From an optimization exercise on the open Yosys and OpenROAD flow, aimed at small area and a short achievable clock period; shortcuts taken in it are not production practice. At most, simulation tests tie the RTL to the original design; equivalence was not proved. For run 6, only the layout was checked, not whether the RTL still works. Power and IR drop assume default switching activity.

==> flow/design.v <==
module d_register
#(
    parameter WIDTH = 8
)
(
    input [WIDTH - 1 : 0] d ,
    input clk,
    input rst,
    output reg [WIDTH - 1 : 0] q
);
always @ (posedge clk or posedge rst) begin
    if (rst)
        q <= 0;
    else
        q <= d;
end
endmodule
module d_flipflop
(
    input d,
    input clk,
    input rst,
    output reg q
);
always @ (posedge clk or posedge rst) begin
    if (rst)
        q <= 1'b0;
    else
        q <= d;
end
endmodule
module negator
#(
parameter INPUT_WIDTH = 7
)
(
input [INPUT_WIDTH - 1 : 0] in,
input  en,
output [INPUT_WIDTH : 0] out
);
assign out = (en) ? ( (~{1'b0,in}) + 1 ): {1'b0, in}; 
endmodule
module mem_byte
(
    input            clk,
    input            we,
    input            hold,
    input            sel,
    input      [7:0] wd,
    output reg [7:0] q,
    output     [7:0] rd_n
);
always @(posedge clk)
    q <= ({8{we}} & wd) | ({8{hold}} & q);
assign rd_n = ~({8{sel}} & q);
endmodule
module register_file
(
    input            clk,
    input            rst,
    input      [3:0] ldm_we,
    input      [7:0] mem_rd,
    input      [7:0] rest0,
    input      [7:0] rest1,
    input      [7:0] rest2,
    input      [7:0] rest3,
    output reg [7:0] q0,
    output reg [7:0] q1,
    output reg [7:0] q2,
    output reg [7:0] q3
);
always @(posedge clk or posedge rst) begin
    if (rst) begin
        q0 <= 8'd0;
        q1 <= 8'd0;
        q2 <= 8'd0;
        q3 <= 8'd0;
    end else begin
        q0 <= ({8{ldm_we[0]}} & mem_rd) | rest0;
        q1 <= ({8{ldm_we[1]}} & mem_rd) | rest1;
        q2 <= ({8{ldm_we[2]}} & mem_rd) | rest2;
        q3 <= ({8{ldm_we[3]}} & mem_rd) | rest3;
    end
end
endmodule
module t_nand4
(
    input  [7:0] a0,
    input  [7:0] a1,
    input  [7:0] a2,
    input  [7:0] a3,
    output [7:0] y
);
assign y = ~(a0 & a1 & a2 & a3);
endmodule
module t_nand3
(
    input  [7:0] a0,
    input  [7:0] a1,
    input  [7:0] a2,
    output [7:0] y
);
assign y = ~(a0 & a1 & a2);
endmodule
module t_nor2
(
    input  [7:0] a0,
    input  [7:0] a1,
    output [7:0] y
);
assign y = ~(a0 | a1);
endmodule
module t_selgen
(
    input  [3:0]  s,
    input  [15:0] r0,
    input  [15:0] r1,
    input  [15:0] r2,
    input  [15:0] r3,
    output [15:0] y_n
);
wire [15:0] p_n = ~(({16{s[0]}} & r0) | ({16{s[1]}} & r1));
wire [15:0] q_n = ~(({16{s[2]}} & r2) | ({16{s[3]}} & r3));
assign y_n = ~(~p_n | ~q_n);
endmodule
module t_mux4oh
(
    input  [3:0] s,
    input  [7:0] r0,
    input  [7:0] r1,
    input  [7:0] r2,
    input  [7:0] r3,
    output [7:0] y
);
assign y = ({8{s[0]}} & r0) | ({8{s[1]}} & r1) | ({8{s[2]}} & r2) | ({8{s[3]}} & r3);
endmodule
module control_unit
(
input [2:0] instruction,
output [1:0] op,
output branch,
output ldh,
output rd_ram,
output ldc,
output w_reg,
output w_ram
);
assign op = rom_output[7:6];
assign branch = rom_output[5];
assign ldh = rom_output[4];
assign rd_ram = rom_output[3];
assign ldc = rom_output[2];
assign w_reg = rom_output[1];
assign w_ram = rom_output[0];
reg [7:0] rom_output;
always @ (instruction) begin
    case (instruction)
        0: rom_output = 8'b00000010;
        1: rom_output = 8'b01000010;
        2: rom_output = 8'b10000010;
        3: rom_output = 8'b00100000;
        4: rom_output = 8'b00001010;
        5: rom_output = 8'b00000001;
        6: rom_output = 8'b00000110;
        7: rom_output = 8'b00010110;
    endcase
end
endmodule
module top
(
    input rst,
    input clk,
    input button,
    output [5:0] leds,
    output [7:0] imem_addr,
    input [7:0] imem_data
);
reg [7:0] pc;
reg       flag;
wire [7:0] ra, rb, rc, rd;
reg       clr;
wire [7:0] I  = imem_data;
wire [2:0] op = I[7:5];
wire is_bgt = (op == 3'd3);
wire is_ld  = (op == 3'd4);
wire is_str = (op == 3'd5);
wire is_ldc = op[2] & op[1];
wire [1:0] s1 = is_ldc ? {1'b0, I[4]} : I[4:3];
wire [1:0] s2 = I[2:1];
reg [7:0] a, b;
always @(*) begin
    case (s1)
        2'd0: a = ra;
        2'd1: a = rb;
        2'd2: a = rc;
        default: a = rd;
    endcase
    case (s2)
        2'd0: b = ra;
        2'd1: b = rb;
        2'd2: b = rc;
        default: b = rd;
    endcase
end
wire [3:0] s2_oh = 4'd1 << s2;
wire [15:0] lo_r [0:3];
wire [15:0] hi_r [0:3];
genvar gi;
generate
    for (gi = 0; gi < 16; gi = gi + 1) begin : pre_g
        assign lo_r[0][gi] = (ra[3:0] == gi);
        assign lo_r[1][gi] = (rb[3:0] == gi);
        assign lo_r[2][gi] = (rc[3:0] == gi);
        assign lo_r[3][gi] = (rd[3:0] == gi);
        assign hi_r[0][gi] = (ra[7:4] == gi);
        assign hi_r[1][gi] = (rb[7:4] == gi);
        assign hi_r[2][gi] = (rc[7:4] == gi);
        assign hi_r[3][gi] = (rd[7:4] == gi);
    end
endgenerate
wire [15:0] lo_sel_n, hi_sel_n;
t_selgen lo_gen (.s(s2_oh), .r0(lo_r[0]), .r1(lo_r[1]), .r2(lo_r[2]), .r3(lo_r[3]), .y_n(lo_sel_n));
t_selgen hi_gen (.s(s2_oh), .r0(hi_r[0]), .r1(hi_r[1]), .r2(hi_r[2]), .r3(hi_r[3]), .y_n(hi_sel_n));
wire [255:0] sel;
generate
    for (gi = 0; gi < 256; gi = gi + 1) begin : sel_g
        assign sel[gi] = ~(hi_sel_n[gi / 16] | lo_sel_n[gi % 16]);
    end
endgenerate
wire [3:0] s1w_oh = 4'd1 << I[4:3];
wire [7:0] wd;
t_mux4oh wd_mux (.s(s1w_oh), .r0(ra), .r1(rb), .r2(rc), .r3(rd), .y(wd));
wire [7:0] rd_n [0:254];
wire [7:0] mem_q [0:254];
generate
    for (gi = 0; gi < 255; gi = gi + 1) begin : byte_g
        wire we = is_str & sel[gi];
        mem_byte u (.clk(clk), .we(we), .hold(~(we | clr)), .sel(sel[gi]),
                    .wd(wd), .q(mem_q[gi]), .rd_n(rd_n[gi]));
    end
endgenerate
wire [7:0] l1 [0:63];
wire [7:0] l2 [0:31];
wire [7:0] l3 [0:7];
wire [7:0] l4 [0:3];
wire [7:0] mem_rd;
generate
    for (gi = 0; gi < 63; gi = gi + 1) begin : l1_g
        t_nand4 u (.a0(rd_n[4*gi]), .a1(rd_n[4*gi+1]), .a2(rd_n[4*gi+2]),
                   .a3(rd_n[4*gi+3]), .y(l1[gi]));
    end
    for (gi = 0; gi < 32; gi = gi + 1) begin : l2_g
        t_nor2 u (.a0(l1[2*gi]), .a1(l1[2*gi+1]), .y(l2[gi]));
    end
    for (gi = 0; gi < 8; gi = gi + 1) begin : l3_g
        t_nand4 u (.a0(l2[4*gi]), .a1(l2[4*gi+1]), .a2(l2[4*gi+2]),
                   .a3(l2[4*gi+3]), .y(l3[gi]));
    end
    for (gi = 0; gi < 4; gi = gi + 1) begin : l4_g
        t_nor2 u (.a0(l3[2*gi]), .a1(l3[2*gi+1]), .y(l4[gi]));
    end
endgenerate
t_nand3 l1_last (.a0(rd_n[252]), .a1(rd_n[253]), .a2(rd_n[254]), .y(l1[63]));
t_nand4 l5 (.a0(l4[0]), .a1(l4[1]), .a2(l4[2]), .a3(l4[3]), .y(mem_rd));
assign leds = ~{mem_q[254][0], mem_q[253][0], mem_q[252][0],
                mem_q[251][0], mem_q[250][0], mem_q[249][0]} | {6{clr}};
wire [7:0] sum  = a + b;
wire [7:0] nnd  = ~(a & b);
wire [7:0] shr  = (b[7:3] != 5'd0) ? 8'd0 : (a >> b[2:0]);
wire       gt   = a > b;
reg [7:0] wdata;
always @(*) begin
    case (op)
        3'd1: wdata = nnd;
        3'd2: wdata = shr;
        3'd6: wdata = {a[7:4], I[3:0]};
        3'd7: wdata = {I[3:0], a[3:0]};
        default: wdata = sum;
    endcase
end
wire [3:0] s1_oh  = 4'd1 << s1;
wire       wr_alu = ~(is_bgt | is_str | is_ld);
wire [3:0] ldm_we = s1_oh & {4{is_ld & ~clr}};
wire [3:0] ld_we  = s1_oh & {4{is_ld}};
wire [3:0] alu_we = s1_oh & {4{wr_alu}};
wire [3:0] keep   = ~(ld_we | alu_we);
wire [7:0] btn8   = {7'b0, sel[255] & button};
wire [7:0] rq [0:3];
wire [7:0] rest [0:3];
assign rq[0] = ra;
assign rq[1] = rb;
assign rq[2] = rc;
assign rq[3] = rd;
generate
    for (gi = 0; gi < 4; gi = gi + 1) begin : rest_g
        assign rest[gi] = ({8{ld_we[gi]}} & btn8) | ({8{alu_we[gi]}} & wdata) |
                          ({8{keep[gi]}} & rq[gi]);
    end
endgenerate
register_file regs (.clk(clk), .rst(rst), .ldm_we(ldm_we), .mem_rd(mem_rd),
                    .rest0(rest[0]), .rest1(rest[1]), .rest2(rest[2]), .rest3(rest[3]),
                    .q0(ra), .q1(rb), .q2(rc), .q3(rd));
wire [7:0] off  = I[4] ? (8'd0 - {4'd0, I[3:0]}) : {4'd0, I[3:0]};
wire       take = is_bgt & flag;
wire [7:0] pc_next = pc + (take ? off : 8'd1);
always @(posedge clk or posedge rst) begin
    if (rst) begin
        pc   <= 8'd0;
        flag <= 1'b0;
        clr  <= 1'b1;
    end else begin
        pc   <= pc_next;
        flag <= gt;
        clr  <= 1'b0;
    end
end
assign imem_addr = pc;
endmodule
==> flow/run.sh <==
#!/bin/bash
# synth_recipe.tcl (not shown) runs the flow's synth.tcl, then flattens the netlist and writes it again
# the make line also repeats each setting of config.mk as NAME=value (left out here)
make -C /OpenROAD-flow-scripts/flow DESIGN_CONFIG=/design/flow/config.mk WORK_HOME=/design/flow/orfs CLKGATE_MAP_FILE= SYNTH_SCRIPT=/design/flow/synth_recipe.tcl finish
==> flow/config.mk <==
export PLATFORM = sky130hd
export DESIGN_NAME = top
export DESIGN_NICKNAME = top
export VERILOG_FILES = /design/flow/design.v
export SDC_FILE = /design/flow/constraint.sdc
export NUM_CORES = 4
export LEC_CHECK = 0
export CAP_MARGIN = 20
export CORE_MARGIN = 2
export CORE_UTILIZATION = 55
export CTS_CLUSTER_DIAMETER = 100
export CTS_CLUSTER_SIZE = 24
export PLACE_DENSITY = 0.65
export SETUP_SLACK_MARGIN = 4.5
export SLEW_MARGIN = 20
export SYNTH_HIERARCHICAL = 1
==> flow/constraint.sdc <==
create_clock -name core_clock -period 7.5 [get_ports {clk}]
set_input_delay 1.5000 -clock core_clock [delete_from_list [all_inputs] [get_ports {clk}]]
set_output_delay 1.5000 -clock core_clock [all_outputs]
set_load 0.01 [all_outputs]
==> results of run 1 <==
[metal layers]
metal  GRT usage (%)  wire length, um  up-vias
li1                -                -    33700
met1            52.8           135000    37400
met2            57.1           138000     4591
met3            11.0            39900     1104
met4            20.6            22400       14
met5               0              230        -
[timing repair]
action,CTS,global route
gates cloned,54,10
setup endpoints to repair,2093,2081
pin swaps,604,427
resized for setup,714,359
setup buffers,461,196
[sequential cells by signal (all words and copies together), names as in the netlist]
signal,cells
clr,1
regs.q0,8
flag,1
pc,8
byte_g.u.q,2040
regs.q2,8
regs.q3,8
regs.q1,8
[where the power goes]
| group | switching [uW] | total (uW) | leakage, uW | internal (uW) |
|---|---|---|---|---|
| Combinational | 5180 | 7230 | 0.0197 | 2050 |
| Sequential | 417 | 11600 | 0.0169 | 11200 |
| Clock | 3610 | 5950 | 0.00124 | 2340 |
[Yosys cell counts (all sizes together), types with 5 or more instances]
library cell     n  share of area (%)
o21ai           28               0.16
and3             5              0.036
nand2         2099                9.0
nand4          577                4.1
or2             18               0.13
dfrtp           41                1.2
a22o          2081                 21
a221oi          34               0.50
a21oi           44               0.25
nor2b           11              0.079
nand2b          39               0.28
o22ai            5              0.036
nand3           18               0.10
nor4            10              0.079
dfxtp         2040                 47
clkbuf         187               0.80
a22oi           19               0.20
nor3            58               0.33
inv             30               0.13
mux2i           12               0.14
ha              24               0.34
mux2             5              0.064
a32o             5              0.057
nor2          1162                5.0
xnor2           10               0.10
a21o            37               0.32
and2             6              0.043
buf            796                8.3
mux4             8               0.21
o31ai            7              0.060
[layout make-up]
cell class / count / area (sq um) / area share [%]
flip-flops and latches: 2082 / 41900 / 41.8
diodes: 3 / 7.51 / 0.00749
clock inverters: 7 / 93.8 / 0.0936
well taps: 2072 / 2590 / 2.59
clock buffers: 103 / 2440 / 2.43
repair buffers: 856 / 9890 / 9.87
inverters: 31 / 141 / 0.141
multi-input cells: 6399 / 43200 / 43.1
[through the flow]
| stage | instance area (sq um) | utilization, % | hold WS, ns |
|---|---|---|---|
| detailed placement | 86800 | 54.8 | 0.453 |
| finish | 100000 | 63.4 | 0.480 |
| floorplan | 91300 | - | 0.440 |
| global placement | 86700 | 54.8 | 0.452 |
| global route | 100000 | 63.4 | 0.494 |
| CTS | 97100 | 61.4 | 0.480 |
[modules after synthesis, one instance, submodules excluded]
module         cells  copies in the design  cell area (sq um)
top             1533                     1               7330
mem_byte          27                   255                288
t_nand4            8                    72               50.0
t_nand3            8                     1               40.0
register_file     69                     1               1090
t_mux4oh          28                     1                225
t_nor2             8                    36               30.0
t_selgen          40                     2                427
[critical path: cells and delay by family]
kind                   cells  cell delay, ns
AOI/OAI and AO/OA          2            0.57
buffers and inverters      6            0.94
and+or+nand+nor            8            1.64
[cells by family after synthesis]
family	count (synthesis)	synth area share [%]
compound gates	2296	22.8
xor+xnor	14	0.140
fa+ha+maj	26	0.388
buf+inv	1014	9.27
flops	2082	47.8
mux	25	0.407
other cells	1	0.00428
simple gates	4009	19.2
[worst max path at each step]
stage,from,endpoint,slack [ns],cells after the start
after floorplan,imem_data[3],regs.q3[4]$_DFF_PP0_,3.54,13
after global placement,imem_data[1],regs.q3[5]$_DFF_PP0_,0.36,13
after detailed placement,imem_data[1],regs.q3[5]$_DFF_PP0_,0.48,13
after CTS,imem_data[2],regs.q1[5]$_DFF_PP0_,3.62,17
after global routing,imem_data[2],regs.q0[1]$_DFF_PP0_,3.45,17
final,imem_data[2],regs.q0[1]$_DFF_PP0_,3.43,16
==> run notes, run 1 <==
* Worst reg2reg startpoint: regs.q1[5]$_DFF_PP0_
* Fin. Hold Viols at 0
* Setup ws final at about 3.4 ns
* Vias in the first global route at ~70k
* Crit-path max cell delay at around 0.40 ns
* Outcome: failed layout checks
* Place WS at 0.482 ns
* Clk sinks at ~2.1k
* CTS max path bufs at 3
* Hold worst-path end: byte_g[208].u.q[5]$_DFF_P_
* Leakage power at roughly 0.038 uW
* Non-filler cells, final at ~12k
* Endpoints failing setup at 0
* Crit-path cells: buf_16 -> buf_8 -> nor2b_4 -> buf_12 -> a221oi_4 -> buf_4 -> buf_12 -> nor2_4 -> nand2_1 -> nand4_1 -> nor2_2 -> nand4_1 -> nor2_2 -> buf_4 -> nand4_1 -> a21o_1
* CTS root buffer: clkbuf_16
* Most frequent cells in the layout: nand2_1 (2079), a22o_1 (2070), dfxtp_1 (2040)
* Post-Syn Nets at approximately 9.5k
* Die height at 403 um
* R2R Path End: regs.q0[3]$_DFF_PP0_
* Die footprint at between 150000 and 200000 sq um
* Largest net degree at the start of global routing at 95
* CTS H-tree lvls at 3
* TritonCTS buffer count at between 90 and 100
* Commonest non-fill, non-tap cell in the layout: nand2_1
* Via/cell ratio at about 6.6
* First-pass DRT Iterations at 12
* Worst Clk Skew at about 0.035 ns
* Crit path DAT at approximately 4.7 ns
* Worst Reg2Reg Path Length in Cells at 14
* All-Layer GR Usage at roughly two fifths
* Hpwl dp at 187000 um
* R2r setup slk at around 3.5 ns
* Iteration-0 DRC Markers at approximately 9.3k
* Critical path launch point type: primary input
* Synthesized flop and latch total at around 2.1k
* CTS tree: yes
* Drt drc at 0
* Ys async rst share at just over 2%
* PortBufs at 24
* Final min period at between 4 and 5 ns
* WHS Path Cells at 1
* Critical Path RT at between 8 and 9 ns
* Core Region at approximately 160000 sq um
* SO Faults: max-slew violations
* Fin crit share at a little over half
* Setup CP Type: in2reg
* Post-Synthesis Cells at 9467
* Prevailing post-synth register cell: dfxtp_1
* Mapped Area at 87600 sq um
* Num ports at 25
* Final Power at around 25000 uW
* Worst-margin pin slew at around 1.5 ns
* Cts hold-fix bufs at 0
* Area grow syn2layout at 14.4%
* F_max at between 200 and 250 MHz
* Setup TNS at 0 ns
* Routed Antenna Nets at 0
* Sequential area share after synthesis at 47.8%
* PwrDens at 247 nW/um^2
* Die X at 403 um
* Routed WL at 336000 um
* Warnings, synthesis at 9
* Wire length per cell at slightly below 30 um
* Post-synthesis cell type count at 67
* Fin nets at ~9.5k
* Clock slew at reported path FFs at roughly 0.10 ns
* Hold_sp: byte_g[208].u.q[5]$_DFF_P_
* Number of core rows at around 150
* Avg Synthesized Cell Area at approximately 9 sq um
* Fillers at ~13k
* Setup crit end kind: register
* Initial antenna violation count at 7
* VDD IR max at approximately 0.00027 V
* Routability Congestion at 0.986
* DP Cell Count at 10.7k
* Crit-path most repeated cell: nand4_1
* Congestion Overflow GR at 0
* CP max stage cell: nand4_1
* Initial core utilization at a little under three fifths
* RSZ-0062 raised after global routing: yes
* Slew Limit Headroom at -1.40%
* Post-synth EDFFs at 0
* Via count at 76.8k
* Share of layout cells above drive strength 1 at approximately a fifth
* First-pass GRT wire length at roughly 480000 um
* CP Max Fanout at 8
* Worst Hold Class: reg2reg
* Slew Viols, Final at 17
* Total of max-cap violations at 0
* Worst-Skew Late Latency at around 0.8 ns
==> run 2: changes to the inputs <==
--- a/flow/config.mk
+++ b/flow/config.mk
@@ -11,6 +11,6 @@
 export CTS_CLUSTER_DIAMETER = 100
 export CTS_CLUSTER_SIZE = 24
 export PLACE_DENSITY = 0.65
-export SETUP_SLACK_MARGIN = 4.5
+export SETUP_SLACK_MARGIN = 3.5
 export SLEW_MARGIN = 20
 export SYNTH_HIERARCHICAL = 1
==> run notes, run 2 <==
* XOR/XNOR Fraction of Synth Area at 0.140% (unchanged)
* PwrDens at 256 nW/um^2 (was 247 nW/um^2)
* Slew Viols, Final at 0 (was 17)
* Post-Synthesis Cells at 9467 (unchanged)
* PortBufs at 24 (unchanged)
* All-Layer GR Usage at 36.4% (was 39.2%)
* CTS root buffer: clkbuf_16 (unchanged)
* Fin nets at 8934 (was 9503)
* Clock slew at reported path FFs at 0.10 ns (about the same)
* Leakage power at 0.0338 uW (was 0.0379 uW)
* Sequential area share after synthesis at 47.8% (unchanged)
* Worst-margin pin slew at 1.26 ns (was 1.52 ns)
* Mapped Area at 87600 sq um (unchanged)
* Hold slack final at 0.479 ns (was 0.480 ns)
* Critical Path RT at 8.17 ns (was 8.15 ns)
* Worst Hold Class: reg2reg (unchanged)
* Top cell types by occurrence after synthesis: nand2_1 (2099), a22o_1 (2071), dfxtp_1 (2040) (unchanged)
* Fin. Hold Viols at 0 (unchanged)
* Setup CP Type: in2reg (unchanged)
* Top cells by area, synth: dfxtp_1 (47%), a22o_1 (21%), nand2_1 (9.0%) (unchanged)
* Routed WL at 311000 um (was 336000 um)
* Drt drc at 0 (unchanged)
* Synthesized flop and latch total at 2082 (unchanged)
* Largest family of logic cells by synthesized area: compound AO/OA/AOI/OAI gates (unchanged)
* CTS tree: yes (unchanged)
* Via/cell ratio at 6.60 (was 6.65)
* Post-Synth Simple-Gate Area at 19.2% (unchanged)
* Warnings, synthesis at 9 (unchanged)
* Die height at 403 um (unchanged)
* Critical path launch point type: primary input (unchanged)
* First-pass GRT wire length at 448000 um (was 480000 um)
* CP Max Fanout at 8 (unchanged)
* Post-synthesis cell type count at 67 (unchanged)
* Worst-Skew Late Latency at 0.79 ns (was 0.78 ns)
* Leading area contributor after synthesis: dfxtp_1 (unchanged)
* Die X at 403 um (unchanged)
* Fin area at 90300 sq um (was 100000 sq um)
* Routed Antenna Nets at 0 (unchanged)
* Area grow syn2layout at 3.13% (was 14.4%)
* R2r setup slk at 3.54 ns (was 3.50 ns)
* Final Util at 57.1% (was 63.4%)
* Share of layout cells above drive strength 1 at 8.99% (was 20.1%)
* Crit path DAT at 4.80 ns (was 4.73 ns)
* Via count at 72.6k (was 76.8k)
* Setup TNS at 0 ns (unchanged)
* Most frequent cells in the layout: nand2_1 (2083), a22o_1 (2069), dfxtp_1 (2040) (was nand2_1 (2079), a22o_1 (2070), dfxtp_1 (2040))
* Post-synth top area share at 46.6% (unchanged)
* Congestion Overflow GR at 0 (unchanged)
* Post-synth EDFFs at 0 (unchanged)
* Core Region at 158000 sq um (unchanged)
* Setup crit end kind: register (unchanged)
* Post-Syn Nets at 9504 (unchanged)
* Routability Congestion at 1.02 (was 0.986)
* Max reg flops at 2040 (unchanged)
* Ys async rst share at 2.02% (unchanged)
* Final min period at 4.13 ns (was 4.07 ns)
* Largest net degree at the start of global routing at 98 (was 95)
* Hpwl dp at 189000 um (was 187000 um)
* Adder-Cell Fraction of Synth Area at 0.388% (unchanged)
* TritonCTS buffer count at 96 (unchanged)
* Slew Limit Headroom at 16.1% (was -1.40%)
* Prevailing post-synth register cell: dfxtp_1 (unchanged)
* Initial antenna violation count at 17 (was 7)
* CTS H-tree lvls at 3 (unchanged)
* Fin crit share at 55.1% (was 54.3%)
* Total of max-cap violations at 0 (unchanged)
* Synth Area in Compound Gates at 22.8% (unchanged)
* Clk sinks at 2082 (unchanged)
* Instance area at placement at 84100 sq um (was 86800 sq um)
* Iteration-0 DRC Markers at 8748 (was 9285)
* Avg Synthesized Cell Area at 9.25 sq um (unchanged)
* F_max at 242 MHz (was 246 MHz)
* Mux cell area share after synthesis at 0.407% (unchanged)
* VDD IR max at 0.000274 V (was 0.000275 V)
* Num ports at 25 (unchanged)
* Register with the most flip-flops: byte_g.u.q (unchanged)
* First-pass DRT Iterations at 7 (was 12)
* Die footprint at 162000 sq um (unchanged)
* Worst Clk Skew at 0.0451 ns (was 0.0345 ns)
* Commonest non-fill, non-tap cell in the layout: nand2_1 (unchanged)
* Initial core utilization at 55.4% (unchanged)
* Vias in the first global route at 67.1k (was 71.6k)
* Endpoints failing setup at 0 (unchanged)
* CTS max path bufs at 3 (unchanged)
* Fillers at 14.1k (was 13.2k)
* Outcome: finished clean (was failed layout checks)
* Number of core rows at 146 (unchanged)
* Wire length per cell at 28.3 um (was 29.1 um)
* RSZ-0062 raised after global routing: yes (unchanged)
* Most frequent cell after synthesis: nand2_1 (unchanged)
run 2: cells by family (layout without fill, tap and decap cells):
kind of cell,count (synthesis),count (layout)
AOI/OAI and AO/OA,2296,2296
xor gates and xnor gates,14,14
DFF,2082,2082
and+or+nand+nor,4009,4018
other,1,10
adders and majority gates,26,26
muxes,25,25
buffers and inverters,1014,448
run 2: final timing paths:
| check | end | cells after the start | from |
|---|---|---|---|
| worst max-delay path | regs.q2[1]$_DFF_PP0_ | 19 | imem_data[1] |
| worst min-delay path | byte_g[200].u.q[5]$_DFF_P_ | 1 | byte_g[200].u.q[5]$_DFF_P_ |
| worst max register to register | regs.q0[3]$_DFF_PP0_ | 15 | regs.q1[0]$_DFF_PP0_ |
| worst min register to register | byte_g[200].u.q[5]$_DFF_P_ | 1 | byte_g[200].u.q[5]$_DFF_P_ |
| max in group asynchronous | pc[2]$_DFF_PP0_ | 2 | rst |
| min in group asynchronous | regs.q3[7]$_DFF_PP0_ | 3 | rst |
run 2: worst max-delay path: stages:
cell and delay [ns]:
buf_12 0.12, buf_12 0.13, clkinv_8 0.04, nor2_4 0.05
buf_12 0.15, buf_6 0.11, a22o_4 0.22, a221oi_4 0.22
buf_12 0.17, buf_16 0.17, nor2_4 0.08, buf_4 0.13
nand2_1 0.06, nand4_1 0.14, nor2_1 0.26, nand4_1 0.41
nor2_4 0.34, nand4_1 0.24, a21o_1 0.22
run 2: area by class of cell:
type / count / area, sq um / share of cell area, %
Multi-Input combinational cell: 6380 / 39500 / 43.7
Inverter: 31 / 129 / 0.143
Clock buffer: 106 / 2450 / 2.71
Antenna cell: 9 / 22.5 / 0.0249
Tap cell: 2072 / 2590 / 2.87
Timing Repair Buffer: 306 / 3670 / 4.07
Clock inverter: 5 / 72.6 / 0.0803
Sequential cell: 2082 / 41900 / 46.4
run 2: timing repair:
action | in CTS | in global routing
endpoints found under the hold margin | 0 | 0
endpoints found under the setup margin | 2081 | 757
gates resized for setup | 348 | 204
pin swaps | 67 | 87
gates cloned | 19 | 5
buffers inserted | 69 | 78
hold buffers | 0 | 0
run 2: metrics by stage:
stage          power (uW)  setup WS (ns)  instances
4_1_cts             22700           3.51      10900
6_report            23200           3.37      11000
3_5_place_dp        16400           1.13      10700
3_3_place_gp        16400           1.11      10700
5_1_grt             23600           3.43      11000
2_1_floorplan       14300           3.51       9467
run 2: power by group:
| group | internal, uW | leakage, uW | switching [uW] | total (uW) |
|---|---|---|---|---|
| combinational | 1360 | 0.0156 | 4270 | 5630 |
| clock | 2370 | 0.00124 | 3580 | 5940 |
| sequential | 11200 | 0.0169 | 413 | 11600 |
run 2: per-module statistics from Yosys, one instance, submodules excluded:
module / cells / times used / cell area (sq um) / flops+latches
top: 1533 / 1 / 7330 / 10
register_file: 69 / 1 / 1090 / 32
t_selgen: 40 / 2 / 427 / 0
mem_byte: 27 / 255 / 288 / 8
t_mux4oh: 28 / 1 / 225 / 0
t_nand4: 8 / 72 / 50.0 / 0
t_nand3: 8 / 1 / 40.0 / 0
t_nor2: 8 / 36 / 30.0 / 0
run 2: routing by layer:
| metal | up-vias | track usage, % | share of wire, % |
|---|---|---|---|
| li1 | 32500 | - | - |
| met1 | 35300 | 50.3 | 42 |
| met2 | 3942 | 54.3 | 42 |
| met3 | 797 | 7.15 | 10 |
| met4 | 10 | 18.1 | 5.6 |
| met5 | - | 0 | 0.022 |
==> run 3: changes to the inputs <==
--- a/flow/config.mk
+++ b/flow/config.mk
@@ -11,6 +11,6 @@
 export CTS_CLUSTER_DIAMETER = 100
 export CTS_CLUSTER_SIZE = 24
 export PLACE_DENSITY = 0.65
-export SETUP_SLACK_MARGIN = 3.5
+export SETUP_SLACK_MARGIN = 4.0
 export SLEW_MARGIN = 20
 export SYNTH_HIERARCHICAL = 1
==> run notes, run 3 <==
* Post-synthesis cell type count at 67 (unchanged)
* Post-Syn Nets at 9504 (unchanged)
* Warnings, synthesis at 9 (unchanged)
* First-pass GRT wire length at 450000 um (was 448000 um)
* Drt drc at 0 (unchanged)
* PwrDens at 256 nW/um^2 (about the same)
* Sequential area share after synthesis at 47.8% (unchanged)
* Wire length per cell at 28.1 um (was 28.3 um)
* Avg Synthesized Cell Area at 9.25 sq um (unchanged)
* Share of layout cells above drive strength 1 at 12.3% (was 8.99%)
* Iteration-0 DRC Markers at 9330 (was 8748)
* Initial core utilization at 55.4% (unchanged)
* Congestion Overflow GR at 0 (unchanged)
* Cts hold-fix bufs at 0 (unchanged)
* First-pass DRT Iterations at 8 (was 7)
* Core Region at 158000 sq um (unchanged)
* Clk pwr share at 25.9% (was 25.7%)
* Total of max-cap violations at 0 (unchanged)
* Register with the most flip-flops: byte_g.u.q (unchanged)
* Fin crit share at 52.2% (was 55.1%)
* Fin nets at 8971 (was 8934)
* Routed Antenna Nets at 0 (unchanged)
* Routability Congestion at 1.01 (was 1.02)
* Num ports at 25 (unchanged)
* Setup TNS at 0 ns (unchanged)
* Critical path launch point type: primary input (unchanged)
* Number of core rows at 146 (unchanged)
* Via count at 72.7k (was 72.6k)
* Internal cell power at 15100 uW (was 14900 uW)
* P_sw at 8480 uW (was 8260 uW)
* CTS tree: yes (unchanged)
* Post-synth top area share at 46.6% (unchanged)
* Sequential share of power at 49.2% (was 50.0%)
* VDD IR max at 0.000278 V (was 0.000274 V)
* Prevailing post-synth register cell: dfxtp_1 (unchanged)
* All-Layer GR Usage at 36.3% (was 36.4%)
* Post-Synthesis Cells at 9467 (unchanged)
* Worst-Skew Late Latency at 0.77 ns (was 0.79 ns)
* Worst-margin pin slew at 1.17 ns (was 1.26 ns)
* Die X at 403 um (unchanged)
* Critical Path RT at 8.16 ns (was 8.17 ns)
* Via/cell ratio at 6.60 (about the same)
* Worst Hold Class: reg2reg (unchanged)
* Worst Clk Skew at 0.0302 ns (was 0.0451 ns)
* Synthesized flop and latch total at 2082 (unchanged)
* Largest net degree at the start of global routing at 118 (was 98)
* Multi-input logic area at 40700 sq um (was 39500 sq um)
* Slew Limit Headroom at 21.7% (was 16.1%)
* Clock slew at reported path FFs at 0.10 ns (about the same)
* Most frequent cell after synthesis: nand2_1 (unchanged)
* Switching Fraction at 35.9% (was 35.7%)
* Post-synth EDFFs at 0 (unchanged)
* Final min period at 3.92 ns (was 4.13 ns)
* Outcome: finished clean (unchanged)
* Hpwl dp at 187000 um (was 189000 um)
* Area grow syn2layout at 5.39% (was 3.13%)
* Leading area contributor after synthesis: dfxtp_1 (unchanged)
* CTS H-tree lvls at 3 (unchanged)
* Logic pwr share at 24.9% (was 24.3%)
* Hold slack final at 0.478 ns (was 0.479 ns)
* Storage element area at 41900 sq um (about the same)
* Die height at 403 um (unchanged)
* Ys async rst share at 2.02% (unchanged)
* CTS max path bufs at 3 (unchanged)
* PortBufs at 24 (unchanged)
* Initial antenna violation count at 3 (was 17)
* Final Util at 58.4% (was 57.1%)
* Commonest non-fill, non-tap cell in the layout: nand2_1 (unchanged)
* Top cell types by occurrence after synthesis: nand2_1 (2099), a22o_1 (2071), dfxtp_1 (2040) (unchanged)
* Leakage power at 0.0342 uW (was 0.0338 uW)
* CTS root buffer: clkbuf_16 (unchanged)
* Top cells by area, synth: dfxtp_1 (47%), a22o_1 (21%), nand2_1 (9.0%) (unchanged)
* Clk sinks at 2082 (unchanged)
* Endpoints failing setup at 0 (unchanged)
* CP Max Fanout at 8 (unchanged)
* Setup CP Type: in2reg (unchanged)
* F_max at 255 MHz (was 242 MHz)
* Die footprint at 162000 sq um (unchanged)
* Fillers at 13.8k (was 14.1k)
* Max reg flops at 2040 (unchanged)
* Most frequent cells in the layout: nand2_1 (2083), a22o_1 (2070), dfxtp_1 (2040) (was nand2_1 (2083), a22o_1 (2069), dfxtp_1 (2040))
* Mapped Area at 87600 sq um (unchanged)
* Crit path DAT at 4.57 ns (was 4.80 ns)
* Setup crit end kind: register (unchanged)
* Vias in the first global route at 68.3k (was 67.1k)
* Slew Viols, Final at 0 (unchanged)
* TritonCTS buffer count at 97 (was 96)
* RSZ-0062 raised after global routing: yes (unchanged)
* Fin. Hold Viols at 0 (unchanged)
* Routed WL at 310000 um (was 311000 um)
[run 3: cell count changes in the layout (fill, tap and decap cells not counted), sizes merged, moves of 2 or more]
cell           before   now
buf               272   307
clkbuf            116   110
inv                32    34
dlygate4sd2         0     7
clkdlybuf4s50      16    11
diode               9     2
nor2             1163  1167
[run 3: per-layer routing]
layer | share of wire (%) | global-route usage [%] | up-vias
li1 | - | - | 32600
met1 | 42 | 50.8 | 35300
met2 | 42 | 54.0 | 4043
met3 | 10 | 6.92 | 820
met4 | 5.5 | 17.1 | 4
met5 | 0.019 | 0.208 | -
[run 3: Yosys stat by module, one instance, submodules excluded]
module,copies in the design,cells inside,area [sq um],flip-flops and latches
t_nor2,36,8,30.0,0
register_file,1,69,1090,32
top,1,1533,7330,10
t_nand4,72,8,50.0,0
t_selgen,2,40,427,0
t_nand3,1,8,40.0,0
mem_byte,255,27,288,8
t_mux4oh,1,28,225,0
[run 3: cell type report]
type                            instances  share of cell area (%)
Sequential cell                      2082                    45.4
Timing Repair Buffer                  336                    4.65
Clock buffer                          106                    2.76
Tap cell                             2072                    2.81
Antenna cell                            2                 0.00542
Multi-Input combinational cell       6386                    44.1
Clock inverter                          8                   0.159
Inverter                               31                   0.136
[run 3: timing repair]
action | CTS | global route
gates cloned | 21 | 7
resized for setup | 375 | 168
buffers inserted | 150 | 31
setup endpoints to repair | 2083 | 1139
pin swaps | 117 | 59
[run 3: through the flow]
stage | instances | area [sq um] | setup slack (ns) | power [uW]
finish | 11000 | 92300 | 3.58 | 23600
global route | 11000 | 92300 | 3.61 | 24100
CTS | 11000 | 91400 | 3.73 | 23200
detailed placement | 10700 | 85500 | 0.954 | 16700
global placement | 10700 | 85500 | 0.920 | 16600
floorplan | 9467 | 90300 | 3.54 | 14500
[run 3: worst paths after layout]
| kind | start | end | slack (ns) | depth (start not counted) |
|---|---|---|---|---|
| worst min register to register | byte_g[27].u.q[5]$_DFF_P_ | byte_g[27].u.q[5]$_DFF_P_ | 0.48 | 1 |
| min in group asynchronous | rst | flag$_DFF_PP0_ | 1.47 | 2 |
| worst min-delay path | byte_g[27].u.q[5]$_DFF_P_ | byte_g[27].u.q[5]$_DFF_P_ | 0.48 | 1 |
| worst max register to register | regs.q3[3]$_DFF_PP0_ | regs.q3[5]$_DFF_PP0_ | 3.66 | 12 |
| worst max-delay path | imem_data[2] | regs.q3[5]$_DFF_PP0_ | 3.58 | 14 |
| max in group asynchronous | rst | regs.q0[4]$_DFF_PP0_ | 5.51 | 2 |
[run 3: cells by family (layout without fill, tap and decap cells)]
family,count (synthesis),count (layout),synth area share (%)
simple gates,4009,4024,19.2
fa+ha+maj,26,26,0.388
xor+xnor,14,14,0.140
compound gates,2296,2296,22.8
buf+inv,1014,481,9.27
mux,25,25,0.407
flops,2082,2082,47.8
other cells,1,3,0.00428
[run 3: power groups by stage]
stage | combinational (uW) | sequential (uW) | clock [uW]
after CTS | 5490 | 11500 | 6170
after global placement | 4830 | 11800 | 0
after floorplan | 3000 | 11500 | 0
after global routing | 5950 | 11600 | 6540
final | 5890 | 11600 | 6110
after detailed placement | 4850 | 11800 | 0
[run 3: critical path, cell delays in order]
cell      delay (ns)
buf_16          0.12
nor2b_4         0.16
buf_8           0.15
buf_8           0.14
a221oi_4        0.41
buf_8           0.24
nor2_1          0.17
nand2_1         0.09
nand4_1         0.13
nor2_1          0.20
nand4_1         0.33
nor2_4          0.34
nand4_1         0.29
a21o_1          0.26
==> run 4: changes to the inputs <==
--- a/flow/design.v
+++ b/flow/design.v
@@ -112,16 +112,21 @@
 endmodule
 module t_selgen
 (
-    input  [3:0]  s,
+    input  [1:0]  s,
     input  [15:0] r0,
     input  [15:0] r1,
     input  [15:0] r2,
     input  [15:0] r3,
-    output [15:0] y_n
+    output reg [15:0] y
 );
-wire [15:0] p_n = ~(({16{s[0]}} & r0) | ({16{s[1]}} & r1));
-wire [15:0] q_n = ~(({16{s[2]}} & r2) | ({16{s[3]}} & r3));
-assign y_n = ~(~p_n | ~q_n);
+always @(*) begin
+    case (s)
+        2'd0: y = r0;
+        2'd1: y = r1;
+        2'd2: y = r2;
+        default: y = r3;
+    endcase
+end
 endmodule
 module t_mux4oh
 (
@@ -202,7 +207,6 @@
         default: b = rd;
     endcase
 end
-wire [3:0] s2_oh = 4'd1 << s2;
 wire [15:0] lo_r [0:3];
 wire [15:0] hi_r [0:3];
 genvar gi;
@@ -218,13 +222,13 @@
         assign hi_r[3][gi] = (rd[7:4] == gi);
     end
 endgenerate
-wire [15:0] lo_sel_n, hi_sel_n;
-t_selgen lo_gen (.s(s2_oh), .r0(lo_r[0]), .r1(lo_r[1]), .r2(lo_r[2]), .r3(lo_r[3]), .y_n(lo_sel_n));
-t_selgen hi_gen (.s(s2_oh), .r0(hi_r[0]), .r1(hi_r[1]), .r2(hi_r[2]), .r3(hi_r[3]), .y_n(hi_sel_n));
+wire [15:0] lo_sel, hi_sel;
+t_selgen lo_gen (.s(s2), .r0(lo_r[0]), .r1(lo_r[1]), .r2(lo_r[2]), .r3(lo_r[3]), .y(lo_sel));
+t_selgen hi_gen (.s(s2), .r0(hi_r[0]), .r1(hi_r[1]), .r2(hi_r[2]), .r3(hi_r[3]), .y(hi_sel));
 wire [255:0] sel;
 generate
     for (gi = 0; gi < 256; gi = gi + 1) begin : sel_g
-        assign sel[gi] = ~(hi_sel_n[gi / 16] | lo_sel_n[gi % 16]);
+        assign sel[gi] = hi_sel[gi / 16] & lo_sel[gi % 16];
     end
 endgenerate
 wire [3:0] s1w_oh = 4'd1 << I[4:3];
--- a/flow/config.mk
+++ b/flow/config.mk
@@ -5,12 +5,12 @@
 export SDC_FILE = /design/flow/constraint.sdc
 export NUM_CORES = 4
 export LEC_CHECK = 0
-export CAP_MARGIN = 20
+export CAP_MARGIN = 10
 export CORE_MARGIN = 2
 export CORE_UTILIZATION = 55
 export CTS_CLUSTER_DIAMETER = 100
 export CTS_CLUSTER_SIZE = 24
 export PLACE_DENSITY = 0.65
 export SETUP_SLACK_MARGIN = 4.0
-export SLEW_MARGIN = 20
+export SLEW_MARGIN = 10
 export SYNTH_HIERARCHICAL = 1
==> run notes, run 4 <==
* Iteration-0 DRC Markers at 9550 (was 9330)
* Fin area at 91300 sq um (was 92300 sq um)
* Leading area contributor after synthesis: dfxtp_1 (unchanged)
* Largest net degree at the start of global routing at 86 (was 118)
* Instance area at placement at 85100 sq um (was 85500 sq um)
* Warnings, synthesis at 10 (was 9)
* Via count at 72.9k (was 72.7k)
* CTS max path bufs at 3 (unchanged)
* Area grow syn2layout at 2.90% (was 5.39%)
* Worst-margin pin slew at 1.15 ns (was 1.17 ns)
* Core Region at 160000 sq um (was 158000 sq um)
* TritonCTS buffer count at 97 (unchanged)
* Routability Congestion at 0.997 (was 1.01)
* Final Power at 22800 uW (was 23600 uW)
* CTS H-tree lvls at 3 (unchanged)
* Congestion Overflow GR at 0 (unchanged)
* CTS root buffer: clkbuf_16 (unchanged)
* DP Cell Count at 10.7k (about the same)
* Via/cell ratio at 6.61 (was 6.60)
* Outcome: finished clean (unchanged)
* Total of max-cap violations at 0 (unchanged)
* Slew Viols, Final at 0 (unchanged)
* Final min period at 3.94 ns (was 3.92 ns)
* First-pass DRT Iterations at 8 (unchanged)
* Clk sinks at 2082 (unchanged)
* Initial core utilization at 55.3% (was 55.4%)
* Num ports at 25 (unchanged)
* All-Layer GR Usage at 35.1% (was 36.3%)
* Number of core rows at 147 (was 146)
* Share of layout cells above drive strength 1 at 9.16% (was 12.3%)
* Worst Clk Skew at 0.0297 ns (was 0.0302 ns)
* Crit path DAT at 4.58 ns (was 4.57 ns)
* Routed Antenna Nets at 0 (unchanged)
* Non-filler cells, final at 11.0k (about the same)
* Top cells by area, synth: dfxtp_1 (46%), a22o_1 (20%), nand2_1 (8.9%) (was dfxtp_1 (47%), a22o_1 (21%), nand2_1 (9.0%))
* Die X at 406 um (was 403 um)
* Post-synth top area share at 46.0% (was 46.6%)
* Endpoints failing setup at 0 (unchanged)
* Ys async rst share at 2.02% (unchanged)
* Vias in the first global route at 69.0k (was 68.3k)
* Setup crit end kind: register (unchanged)
* Leakage power at 0.0358 uW (was 0.0342 uW)
* Die height at 406 um (was 403 um)
* Slew Limit Headroom at 22.6% (was 21.7%)
* Post-Syn Nets at 9446 (was 9504)
* Die footprint at 165000 sq um (was 162000 sq um)
* WHS Path Cells at 1 (unchanged)
* Initial antenna violation count at 29 (was 3)
* Critical Path RT at 8.15 ns (was 8.16 ns)
* Fin. Hold Viols at 0 (unchanged)
* Register with the most flip-flops: byte_g.u.q (unchanged)
* Max reg flops at 2040 (unchanged)
* Wire length per cell at 27.4 um (was 28.1 um)
* Prevailing post-synth register cell: dfxtp_1 (unchanged)
* F_max at 254 MHz (was 255 MHz)
* Drt drc at 0 (unchanged)
* CP Max Fanout at 8 (unchanged)
* Clock slew at reported path FFs at 0.10 ns (about the same)
* CTS tree: yes (unchanged)
* Fin crit share at 52.5% (was 52.2%)
* RSZ-0062 raised after global routing: yes (unchanged)
* Setup CP Type: in2reg (unchanged)
* Sequential area share after synthesis at 47.2% (was 47.8%)
* Post-synth EDFFs at 0 (unchanged)
* Avg Synthesized Cell Area at 9.43 sq um (was 9.25 sq um)
* Setup TNS at 0 ns (unchanged)
* Most frequent cell after synthesis: nand2_1 (unchanged)
* Synthesized flop and latch total at 2082 (unchanged)
* First-pass GRT wire length at 443000 um (was 450000 um)
* Post-synthesis cell type count at 72 (was 67)
* Mapped Area at 88700 sq um (was 87600 sq um)
* Worst-Skew Late Latency at 0.78 ns (was 0.77 ns)
* R2r setup slk at 3.63 ns (was 3.66 ns)
* Fin nets at 8880 (was 8971)
* PortBufs at 24 (unchanged)
* PwrDens at 250 nW/um^2 (was 256 nW/um^2)
* Cts hold-fix bufs at 0 (unchanged)
* Hpwl dp at 176000 um (was 187000 um)
* Commonest non-fill, non-tap cell in the layout: nand2_1 (unchanged)
* Worst Reg2Reg Path Length in Cells at 13 (was 12)
* Worst Hold Class: reg2reg (unchanged)
* Critical path launch point type: primary input (unchanged)
* Routed WL at 302000 um (was 310000 um)
* Most frequent cells in the layout: nand2_1 (2089), a22o_1 (2049), dfxtp_1 (2040) (was nand2_1 (2083), a22o_1 (2070), dfxtp_1 (2040))
* Post-Synthesis Cells at 9409 (was 9467)
* Top cell types by occurrence after synthesis: nand2_1 (2109), a22o_1 (2049), dfxtp_1 (2040) (was nand2_1 (2099), a22o_1 (2071), dfxtp_1 (2040))
* VDD IR max at 0.000278 V (about the same)
==> run 4: area by class of cell <==
type | count | area (sq um)
Clock inverter | 8 | 104
Fill cell | 14200 | 69100
Timing Repair Buffer | 302 | 3660
Clock buffer | 104 | 2470
Antenna cell | 19 | 47.5
Sequential cell | 2082 | 41900
Tap cell | 2160 | 2700
Multi-Input combinational cell | 6321 | 40200
Inverter | 39 | 149
==> run 4: power breakdown <==
group,switching (uW),internal [uW]
sequential,304,11200
combinational,4020,1380
clock,3580,2380
total,7910,14900
==> run 4: worst max-delay path, cell delays in order <==
cell	delay, ns
buf_16	0.13
buf_12	0.15
mux4_2	0.66
buf_12	0.21
and2_4	0.17
nand2_1	0.07
nand4_1	0.18
nor2_1	0.18
nand4_1	0.45
nor2_4	0.39
nand4_1	0.23
a21o_1	0.22
==> run 4: stage by stage <==
stage / hold slack, ns / utilization [%] / worst slack (ns)
finish: 0.480 / 56.9 / 3.56
global route: 0.490 / 56.9 / 3.62
CTS: 0.478 / 56.6 / 3.80
detailed placement: 0.453 / 53.0 / 1.30
global placement: 0.452 / 53.0 / 1.32
floorplan: 0.440 / - / 3.52
==> run 4: logic make-up after synthesis <==
| group | count (synthesis) | share of synthesized area (%) |
|---|---|---|
| multiplexers | 50 | 1.20 |
| XOR/XNOR | 13 | 0.128 |
| flip-flops | 2082 | 47.2 |
| buffers and inverters | 1023 | 9.15 |
| adder cells (fa/ha/maj) | 26 | 0.384 |
| AO/OA/AOI/OAI | 2228 | 21.7 |
| other | 1 | 0.00423 |
| AND/OR/NAND/NOR | 3986 | 20.3 |
==> run 4: timing repair <==
action	CTS	global route
gates cloned	28	2
pin swaps	146	53
setup endpoints to repair	2082	612
hold endpoints to repair	0	0
setup buffers	137	34
gates resized for setup	441	87
==> run 4: modules after synthesis, one instance, submodules excluded <==
| module | area [sq um] | cells | flops+latches |
|---|---|---|---|
| t_nand3 | 40.0 | 8 | 0 |
| register_file | 1090 | 69 | 32 |
| t_nor2 | 30.0 | 8 | 0 |
| t_mux4oh | 225 | 28 | 0 |
| t_nand4 | 50.0 | 8 | 0 |
| top | 8470 | 1515 | 10 |
| t_selgen | 424 | 20 | 0 |
| mem_byte | 288 | 27 | 8 |
==> run 4: layer usage <==
| metal | part of all wire [%] | routed length, um | GRT usage [%] |
|---|---|---|---|
| met4 | 4.8 | 14600 | 15.2 |
| met5 | 0.028 | 86 | 0 |
| met2 | 43 | 129000 | 52.7 |
| met3 | 10 | 30500 | 6.75 |
| met1 | 42 | 128000 | 49.2 |
==> run 4: path summary, 6_finish.rpt <==
path,startpoint,end
setup / recovery,imem_data[1],regs.q0[4]$_DFF_PP0_
hold / removal,byte_g[123].u.q[6]$_DFF_P_,byte_g[123].u.q[6]$_DFF_P_
setup reg to reg,regs.q0[0]$_DFF_PP0_,regs.q2[1]$_DFF_PP0_
hold reg to reg,byte_g[123].u.q[6]$_DFF_P_,byte_g[123].u.q[6]$_DFF_P_
max in group asynchronous,rst,regs.q2[6]$_DFF_PP0_
min in group asynchronous,rst,pc[0]$_DFF_PP0_
==> run 5: changes to the inputs <==
--- a/flow/config.mk
+++ b/flow/config.mk
@@ -5,12 +5,12 @@
 export SDC_FILE = /design/flow/constraint.sdc
 export NUM_CORES = 4
 export LEC_CHECK = 0
-export CAP_MARGIN = 10
+export CAP_MARGIN = 20
 export CORE_MARGIN = 2
 export CORE_UTILIZATION = 55
 export CTS_CLUSTER_DIAMETER = 100
 export CTS_CLUSTER_SIZE = 24
 export PLACE_DENSITY = 0.65
 export SETUP_SLACK_MARGIN = 4.0
-export SLEW_MARGIN = 10
+export SLEW_MARGIN = 20
 export SYNTH_HIERARCHICAL = 1
==> run notes, run 5 <==
* PwrDens at 250 nW/um^2 (unchanged)
* Slew Viols, Final at 0 (unchanged)
* Largest net degree at the start of global routing at 86 (unchanged)
* Routability Congestion at 0.997 (unchanged)
* Most frequent cells in the layout: nand2_1 (2089), a22o_1 (2049), dfxtp_1 (2040) (unchanged)
* Clock slew at reported path FFs at 0.10 ns (about the same)
* Switching Fraction at 34.6% (unchanged)
* Crit-path most repeated cell: nand4_1 (unchanged)
* Crit-path max cell delay at 0.66 ns (about the same)
* Prevailing post-synth register cell: dfxtp_1 (unchanged)
* Critical path launch point type: primary input (unchanged)
* Setup ws final at 3.56 ns (unchanged)
* Sequential area share after synthesis at 47.2% (unchanged)
* Logic pwr share at 23.7% (about the same)
* Post-synth top area share at 46.0% (unchanged)
* Top cell types by occurrence after synthesis: nand2_1 (2109), a22o_1 (2049), dfxtp_1 (2040) (unchanged)
* Worst Hold Class: reg2reg (unchanged)
* Avg Synthesized Cell Area at 9.43 sq um (unchanged)
* Register with the most flip-flops: byte_g.u.q (unchanged)
* Routed WL at 302000 um (unchanged)
* RSZ-0062 raised after global routing: yes (unchanged)
* Clk pwr share at 26.1% (about the same)
* Internal cell power at 14900 uW (unchanged)
* Congestion Overflow GR at 0 (unchanged)
* Instance area at placement at 85100 sq um (unchanged)
* Outcome: finished clean (unchanged)
* First-pass GRT wire length at 443000 um (unchanged)
* Hold slack final at 0.480 ns (unchanged)
* Initial core utilization at 55.3% (unchanged)
* First-pass DRT Iterations at 8 (unchanged)
* Share of layout cells above drive strength 1 at 9.16% (unchanged)
* Post-Synthesis Cells at 9409 (unchanged)
* Ys async rst share at 2.02% (unchanged)
* Crit path DAT at 4.58 ns (about the same)
* Post-Syn Nets at 9446 (unchanged)
* Slew Limit Headroom at 22.6% (unchanged)
* Total of max-cap violations at 0 (unchanged)
* Post-synthesis cell type count at 72 (unchanged)
* Core Region at 160000 sq um (unchanged)
* Clk sinks at 2082 (unchanged)
* Fin. Hold Viols at 0 (unchanged)
* P_sw at 7910 uW (unchanged)
* Bufs and invs on worst path at 3 (unchanged)
* Setup crit end kind: register (unchanged)
* Fin area at 91300 sq um (unchanged)
* Leakage power at 0.0358 uW (unchanged)
* All-Layer GR Usage at 35.1% (unchanged)
* Endpoints failing setup at 0 (unchanged)
* Via count at 72.9k (unchanged)
* Hpwl dp at 176000 um (unchanged)
* Cts hold-fix bufs at 0 (unchanged)
* Number of core rows at 147 (unchanged)
* CTS root buffer: clkbuf_16 (unchanged)
* CTS tree: yes (unchanged)
* CTS max path bufs at 3 (unchanged)
* Setup CP Type: in2reg (unchanged)
* Final min period at 3.94 ns (unchanged)
* Crit-path cells: buf_16 -> buf_12 -> mux4_2 -> buf_12 -> and2_4 -> nand2_1 -> nand4_1 -> nor2_1 -> nand4_1 -> nor2_4 -> nand4_1 -> a21o_1 (unchanged)
* Sequential share of power at 50.2% (about the same)
* TritonCTS buffer count at 97 (unchanged)
* Die height at 406 um (unchanged)
* Worst-Skew Late Latency at 0.78 ns (about the same)
* Critical Path RT at 8.15 ns (about the same)
* Num ports at 25 (unchanged)
* Worst Clk Skew at 0.0297 ns (unchanged)
* CTS H-tree lvls at 3 (unchanged)
* Most frequent cell after synthesis: nand2_1 (unchanged)
* Max reg flops at 2040 (unchanged)
* Leading area contributor after synthesis: dfxtp_1 (unchanged)
* Synthesized flop and latch total at 2082 (unchanged)
* Mapped Area at 88700 sq um (unchanged)
* CP max stage cell: mux4_2 (unchanged)
* Critical path's top delay family: simple AND/OR/NAND/NOR gates (unchanged)
* Setup TNS at 0 ns (unchanged)
* Drt drc at 0 (unchanged)
* Top cells by area, synth: dfxtp_1 (46%), a22o_1 (20%), nand2_1 (8.9%) (unchanged)
* Warnings, synthesis at 10 (unchanged)
* Vias in the first global route at 69.0k (unchanged)
* Place WS at 1.30 ns (unchanged)
* Iteration-0 DRC Markers at 9550 (unchanged)
* Commonest non-fill, non-tap cell in the layout: nand2_1 (unchanged)
* F_max at 254 MHz (unchanged)
* Final Power at 22800 uW (unchanged)
* PortBufs at 24 (unchanged)
* Routed Antenna Nets at 0 (unchanged)
* Die X at 406 um (unchanged)
* Worst-margin pin slew at 1.15 ns (unchanged)
* VDD IR max at 0.000278 V (unchanged)
* Die footprint at 165000 sq um (unchanged)
* CP Max Fanout at 8 (unchanged)
* Area grow syn2layout at 2.90% (unchanged)
* Post-synth EDFFs at 0 (unchanged)
* Fin crit share at 52.5% (unchanged)
* Initial antenna violation count at 29 (unchanged)
* Wire length per cell at 27.4 um (unchanged)
* Fin nets at 8880 (unchanged)
* Via/cell ratio at 6.61 (unchanged)
==> run 5: stage by stage <==
stage	cells	utilization, %
6_report	11000	56.9
5_1_grt	11000	56.9
2_1_floorplan	9409	-
3_3_place_gp	10700	53.0
4_1_cts	11000	56.6
3_5_place_dp	10700	53.0
==> run 5: area by class of cell <==
cell class              instances  area [sq um]
multi-input cells            6321         40200
diodes                         19          47.5
fillers                     14200         69100
flip-flops and latches       2082         41900
well taps                    2160          2700
clock inverters                 8           104
inverters                      39           149
repair buffers                302          3660
clock buffers                 104          2470
==> run 5: worst reg2reg max path, stage by stage, from the launching register on <==
cell and delay, ns:
dfrtp_2 0.59, nand2b_1 0.24, nor3_1 0.06, mux4_4 0.66, buf_12 0.19, buf_12 0.17, and2_4 0.19, nand2_1 0.06
nand4_1 0.13, nor2_2 0.20, nand4_1 0.46, nor2_4 0.37, nand4_1 0.23, a21o_1 0.22
==> run 5: timing repair <==
action / in CTS / in global routing
gates resized for setup: 441 / 87
pin swaps: 146 / 53
setup endpoints to repair: 2082 / 612
setup buffers: 137 / 34
cloned: 28 / 2
==> run 5: kinds of logic after synthesis <==
kind of cell | after synthesis | share of synthesized area (%)
compound gates | 2228 | 21.7
xor+xnor | 13 | 0.128
fa+ha+maj | 26 | 0.384
buf+inv | 1023 | 9.15
flops | 2082 | 47.2
mux | 50 | 1.20
other cells | 1 | 0.00423
simple gates | 3986 | 20.3
==> run 5: final timing paths <==
check                      slack, ns  cells after the start                  startpoint                          to
hold reg to reg                 0.48                      1  byte_g[123].u.q[6]$_DFF_P_  byte_g[123].u.q[6]$_DFF_P_
setup / recovery                3.56                     12                imem_data[1]        regs.q0[4]$_DFF_PP0_
hold / removal                  0.48                      1  byte_g[123].u.q[6]$_DFF_P_  byte_g[123].u.q[6]$_DFF_P_
min in group asynchronous       1.31                      2                         rst             pc[0]$_DFF_PP0_
setup reg to reg                3.63                     13        regs.q0[0]$_DFF_PP0_        regs.q2[1]$_DFF_PP0_
max in group asynchronous       5.72                      3                         rst        regs.q2[6]$_DFF_PP0_
==> run 5: power by group through the flow <==
| stage | Clock [uW] | Sequential, uW | Combinational [uW] |
|---|---|---|---|
| after floorplan | 0 | 11500 | 2520 |
| after global placement | 0 | 11700 | 4280 |
| after detailed placement | 0 | 11700 | 4280 |
| after CTS | 6040 | 11500 | 5010 |
| after global routing | 6410 | 11500 | 5470 |
| final | 5960 | 11500 | 5410 |
==> run 5: layer usage <==
metal | routed length (um) | vias up | global-route usage [%] | part of all wire (%)
met5 | 86 | - | 0 | 0.028
met1 | 128000 | 35600 | 49.2 | 42
met2 | 129000 | 4001 | 52.7 | 43
li1 | - | 32500 | - | -
met4 | 14600 | 14 | 15.2 | 4.8
met3 | 30500 | 773 | 6.75 | 10
==> run 5: per-module statistics from Yosys (local to each module, per instance) <==
module         cells  flip-flops and latches  times used  cell area (sq um)
mem_byte          27                       8         255                288
register_file     69                      32           1               1090
t_mux4oh          28                       0           1                225
t_nand3            8                       0           1               40.0
t_nand4            8                       0          72               50.0
t_nor2             8                       0          36               30.0
t_selgen          20                       0           2                424
top             1515                      10           1               8470
==> run 6: changes to the inputs <==
--- a/flow/design.v
+++ b/flow/design.v
@@ -43,16 +43,28 @@
 module mem_byte
 (
     input            clk,
-    input            we,
-    input            hold,
     input            sel,
-    input      [7:0] wd,
+    input            rsel,
+    input            hold,
+    input      [7:0] wds,
     output reg [7:0] q,
     output     [7:0] rd_n
 );
 always @(posedge clk)
-    q <= ({8{we}} & wd) | ({8{hold}} & q);
-assign rd_n = ~({8{sel}} & q);
+    q <= ({8{sel}} & wds) | ({8{hold}} & q);
+assign rd_n = ~({8{rsel}} & q);
+endmodule
+module mem_ctl
+(
+    input  hi_n,
+    input  lo_n,
+    input  str,
+    input  clr,
+    output sel,
+    output hold
+);
+assign sel  = ~(hi_n | lo_n);
+assign hold = ~((str & sel) | clr);
 endmodule
 module register_file
 (
@@ -112,21 +124,16 @@
 endmodule
 module t_selgen
 (
-    input  [1:0]  s,
+    input  [3:0]  s,
     input  [15:0] r0,
     input  [15:0] r1,
     input  [15:0] r2,
     input  [15:0] r3,
-    output reg [15:0] y
+    output [15:0] y_n
 );
-always @(*) begin
-    case (s)
-        2'd0: y = r0;
-        2'd1: y = r1;
-        2'd2: y = r2;
-        default: y = r3;
-    endcase
-end
+wire [15:0] p_n = ~(({16{s[0]}} & r0) | ({16{s[1]}} & r1));
+wire [15:0] q_n = ~(({16{s[2]}} & r2) | ({16{s[3]}} & r3));
+assign y_n = ~(~p_n | ~q_n);
 endmodule
 module t_mux4oh
 (
@@ -207,6 +214,7 @@
         default: b = rd;
     endcase
 end
+wire [3:0] s2_oh = 4'd1 << s2;
 wire [15:0] lo_r [0:3];
 wire [15:0] hi_r [0:3];
 genvar gi;
@@ -222,25 +230,23 @@
         assign hi_r[3][gi] = (rd[7:4] == gi);
     end
 endgenerate
-wire [15:0] lo_sel, hi_sel;
-t_selgen lo_gen (.s(s2), .r0(lo_r[0]), .r1(lo_r[1]), .r2(lo_r[2]), .r3(lo_r[3]), .y(lo_sel));
-t_selgen hi_gen (.s(s2), .r0(hi_r[0]), .r1(hi_r[1]), .r2(hi_r[2]), .r3(hi_r[3]), .y(hi_sel));
+wire [15:0] lo_sel_n, hi_sel_n;
+t_selgen lo_gen (.s(s2_oh), .r0(lo_r[0]), .r1(lo_r[1]), .r2(lo_r[2]), .r3(lo_r[3]), .y_n(lo_sel_n));
+t_selgen hi_gen (.s(s2_oh), .r0(hi_r[0]), .r1(hi_r[1]), .r2(hi_r[2]), .r3(hi_r[3]), .y_n(hi_sel_n));
 wire [255:0] sel;
-generate
-    for (gi = 0; gi < 256; gi = gi + 1) begin : sel_g
-        assign sel[gi] = hi_sel[gi / 16] & lo_sel[gi % 16];
-    end
-endgenerate
+assign sel[255] = ~(hi_sel_n[15] | lo_sel_n[15]);
 wire [3:0] s1w_oh = 4'd1 << I[4:3];
-wire [7:0] wd;
-t_mux4oh wd_mux (.s(s1w_oh), .r0(ra), .r1(rb), .r2(rc), .r3(rd), .y(wd));
+wire [7:0] wds;
+t_mux4oh wd_mux (.s(s1w_oh & {4{is_str}}), .r0(ra), .r1(rb), .r2(rc), .r3(rd), .y(wds));
 wire [7:0] rd_n [0:254];
 wire [7:0] mem_q [0:254];
 generate
     for (gi = 0; gi < 255; gi = gi + 1) begin : byte_g
-        wire we = is_str & sel[gi];
-        mem_byte u (.clk(clk), .we(we), .hold(~(we | clr)), .sel(sel[gi]),
-                    .wd(wd), .q(mem_q[gi]), .rd_n(rd_n[gi]));
+        wire hold;
+        mem_ctl c (.hi_n(hi_sel_n[gi / 16]), .lo_n(lo_sel_n[gi % 16]), .str(is_str),
+                   .clr(clr), .sel(sel[gi]), .hold(hold));
+        mem_byte u (.clk(clk), .sel(sel[gi]), .rsel(sel[gi]), .hold(hold),
+                    .wds(wds), .q(mem_q[gi]), .rd_n(rd_n[gi]));
     end
 endgenerate
 wire [7:0] l1 [0:63];
==> run notes, run 6 <==
* Clock slew at reported path FFs at 0.10 ns (about the same)
* Synthesized flop and latch total at 2082 (unchanged)
* Crit-path cells: buf_12 -> clkinv_8 -> nor2_4 -> buf_6 -> a22o_4 -> a221oi_4 -> buf_12 -> buf_16 -> nor2_4 -> nand2_1 -> nand4_1 -> nor2_2 -> nand4_1 -> nor2_4 -> buf_6 -> nand4_1 -> a21o_1 (was buf_16 -> buf_12 -> mux4_2 -> buf_12 -> and2_4 -> nand2_1 -> nand4_1 -> nor2_1 -> nand4_1 -> nor2_4 -> nand4_1 -> a21o_1)
* Congestion Overflow GR at 0 (unchanged)
* Largest net degree at the start of global routing at 103 (was 86)
* Worst-Skew Late Latency at 0.77 ns (was 0.78 ns)
* Warnings, synthesis at 9 (was 10)
* Slew Viols, Final at 0 (unchanged)
* Most frequent cells in the layout: nand2_1 (2089), a22o_1 (2060), dfxtp_1 (2040) (was nand2_1 (2089), a22o_1 (2049), dfxtp_1 (2040))
* Mapped Area at 88100 sq um (was 88700 sq um)
* Setup crit end kind: register (unchanged)
* Die X at 404 um (was 406 um)
* Leakage power at 0.0340 uW (was 0.0358 uW)
* Iteration-0 DRC Markers at 7098 (was 9550)
* Outcome: finished clean (unchanged)
* Fin. Hold Viols at 0 (unchanged)
* Worst Clk Skew at 0.0280 ns (was 0.0297 ns)
* VDD IR max at 0.000202 V (was 0.000278 V)
* Top cell types by occurrence after synthesis: nand2_1 (2108), a22o_1 (2064), dfxtp_1 (2040) (was nand2_1 (2109), a22o_1 (2049), dfxtp_1 (2040))
* Endpoints failing setup at 0 (unchanged)
* Most frequent cell after synthesis: nand2_1 (unchanged)
* Cts hold-fix bufs at 0 (unchanged)
* PortBufs at 24 (unchanged)
* Sequential area share after synthesis at 47.6% (was 47.2%)
* Routed Antenna Nets at 0 (unchanged)
* Via/cell ratio at 6.43 (was 6.61)
* Die height at 404 um (was 406 um)
* Clk sinks at 2082 (unchanged)
* Fin crit share at 55.2% (was 52.5%)
* Final min period at 4.14 ns (was 3.94 ns)
* Setup TNS at 0 ns (unchanged)
* Drt drc at 0 (unchanged)
* Critical Path RT at 8.16 ns (was 8.15 ns)
* Crit path DAT at 4.80 ns (was 4.58 ns)
* PwrDens at 229 nW/um^2 (was 250 nW/um^2)
* F_max at 242 MHz (was 254 MHz)
* Worst-margin pin slew at 1.08 ns (was 1.15 ns)
* Leading area contributor after synthesis: dfxtp_1 (unchanged)
* Number of core rows at 146 (was 147)
* Post-synthesis cell type count at 74 (was 72)
* Max reg flops at 2040 (unchanged)
* CTS H-tree lvls at 3 (unchanged)
* CP Max Fanout at 8 (unchanged)
* Vias in the first global route at 64.3k (was 69.0k)
* Setup CP Type: in2reg (unchanged)
* All-Layer GR Usage at 31.6% (was 35.1%)
* Initial antenna violation count at 4 (was 29)
* Share of layout cells above drive strength 1 at 14.3% (was 9.16%)
* Num ports at 25 (unchanged)
* CTS root buffer: clkbuf_16 (unchanged)
* Area grow syn2layout at 4.63% (was 2.90%)
* Critical path launch point type: primary input (unchanged)
* RSZ-0062 raised after global routing: yes (unchanged)
* Ys async rst share at 2.02% (unchanged)
* Post-Syn Nets at 9110 (was 9446)
* Worst Hold Class: reg2reg (unchanged)
* Register with the most flip-flops: byte_g.u.q (unchanged)
* First-pass GRT wire length at 404000 um (was 443000 um)
* Final Util at 58.1% (was 56.9%)
* First-pass DRT Iterations at 6 (was 8)
* Core Region at 159000 sq um (was 160000 sq um)
* Fin nets at 8786 (was 8880)
* Initial core utilization at 55.5% (was 55.3%)
* Routability Congestion at 0.917 (was 0.997)
* Routed WL at 271000 um (was 302000 um)
* Total of max-cap violations at 0 (unchanged)
* CTS max path bufs at 3 (unchanged)
* Hpwl dp at 167000 um (was 176000 um)
* TritonCTS buffer count at 97 (unchanged)
* Post-synth EDFFs at 0 (unchanged)
* Prevailing post-synth register cell: dfxtp_1 (unchanged)
run 6: cell types whose count changed after synthesis, sizes merged, moves of 13 or more:
cell | previous run | this run
and2 | 261 | 4
and3 | 256 | 5
a21oi | 28 | 278
clkbuf | 194 | 41
mux4 | 41 | 8
a221oi | 3 | 33
a22o | 2049 | 2074
buf | 790 | 806
nor2 | 645 | 658
run 6: worst max-delay path, delay by kind of cell:
family | cells | cell delay [ns]
buf+inv | 6 | 0.86
compound gates | 3 | 0.68
simple gates | 8 | 1.68
run 6: area by class of cell:
type,instances,area [sq um]
Fill cell,13900,66600
Clock inverter,7,105
Sequential cell,2082,41900
Timing Repair Buffer,409,4560
Inverter,26,114
Clock buffer,107,2530
Multi-Input combinational cell,6132,40300
Antenna cell,1,2.50
Tap cell,2072,2590
Timing Repair inverter,1,5.00
run 6: through the flow:
stage | instance area (sq um) | instances | setup slack, ns | total power [uW] | hold WS (ns)
after detailed placement | 85300 | 10500 | 0.638 | 14600 | 0.453
after global placement | 85300 | 10500 | 0.693 | 14600 | 0.452
final | 92200 | 10800 | 3.36 | 21100 | 0.478
after floorplan | 88100 | 9073 | 0.289 | 13600 | 0.440
after global routing | 92200 | 10800 | 3.41 | 21700 | 0.489
after CTS | 91000 | 10800 | 3.54 | 20900 | 0.480
run 6: power by group:
group / internal [uW] / switching (uW)
registers: 11200 / 368
logic: 1180 / 2340
clock network: 2420 / 3590
total: 14800 / 6290
run 6: layer usage:
metal  vias to the layer above  GRT usage (%)  part of all wire, %
met5                         -              0                0.010
met3                       471           4.05                  7.0
met4                         4           11.7                  4.2
li1                      32100              -                    -
met1                     34400           46.2                   46
met2                      2642           47.5                   43
run 6: cells by family (layout without fill, tap and decap cells):
family | count (synthesis) | count (layout) | synth area share (%)
simple gates | 3513 | 3527 | 17.7
compound gates | 2546 | 2546 | 25.2
flops | 2082 | 2082 | 47.6
buf+inv | 873 | 550 | 8.66
fa+ha+maj | 26 | 26 | 0.386
mux | 18 | 18 | 0.321
xor+xnor | 14 | 14 | 0.139
other cells | 1 | 2 | 0.00426
run 6: Yosys stat by module (local to each module, per instance):
module | times used | cell area (sq um)
top | 1 | 3980
register_file | 1 | 1090
t_selgen | 2 | 427
mem_byte | 255 | 288
t_mux4oh | 1 | 225
t_nand4 | 72 | 50.0
t_nand3 | 1 | 40.0
t_nor2 | 36 | 30.0
mem_ctl | 255 | 15.0
run 6: timing repair:
| action | CTS | global route |
|---|---|---|
| cloned | 14 | 9 |
| pin swaps | 130 | 98 |
| buffers inserted | 164 | 70 |
| resized for setup | 356 | 122 |
| setup endpoints to repair | 2082 | 640 |
run 6: path summary, 6_finish.rpt:
check / depth (start not counted) / slack (ns) / startpoint / endpoint
setup / recovery: 17 / 3.36 / imem_data[1] / regs.q2[0]$_DFF_PP0_
hold / removal: 1 / 0.48 / byte_g[216].u.q[5]$_DFF_P_ / byte_g[216].u.q[5]$_DFF_P_
setup reg to reg: 14 / 3.39 / regs.q1[0]$_DFF_PP0_ / regs.q2[0]$_DFF_PP0_
hold reg to reg: 1 / 0.48 / byte_g[216].u.q[5]$_DFF_P_ / byte_g[216].u.q[5]$_DFF_P_
max in group asynchronous: 2 / 5.69 / rst / regs.q1[7]$_DFF_PP0_
min in group asynchronous: 2 / 1.23 / rst / flag$_DFF_PP0_
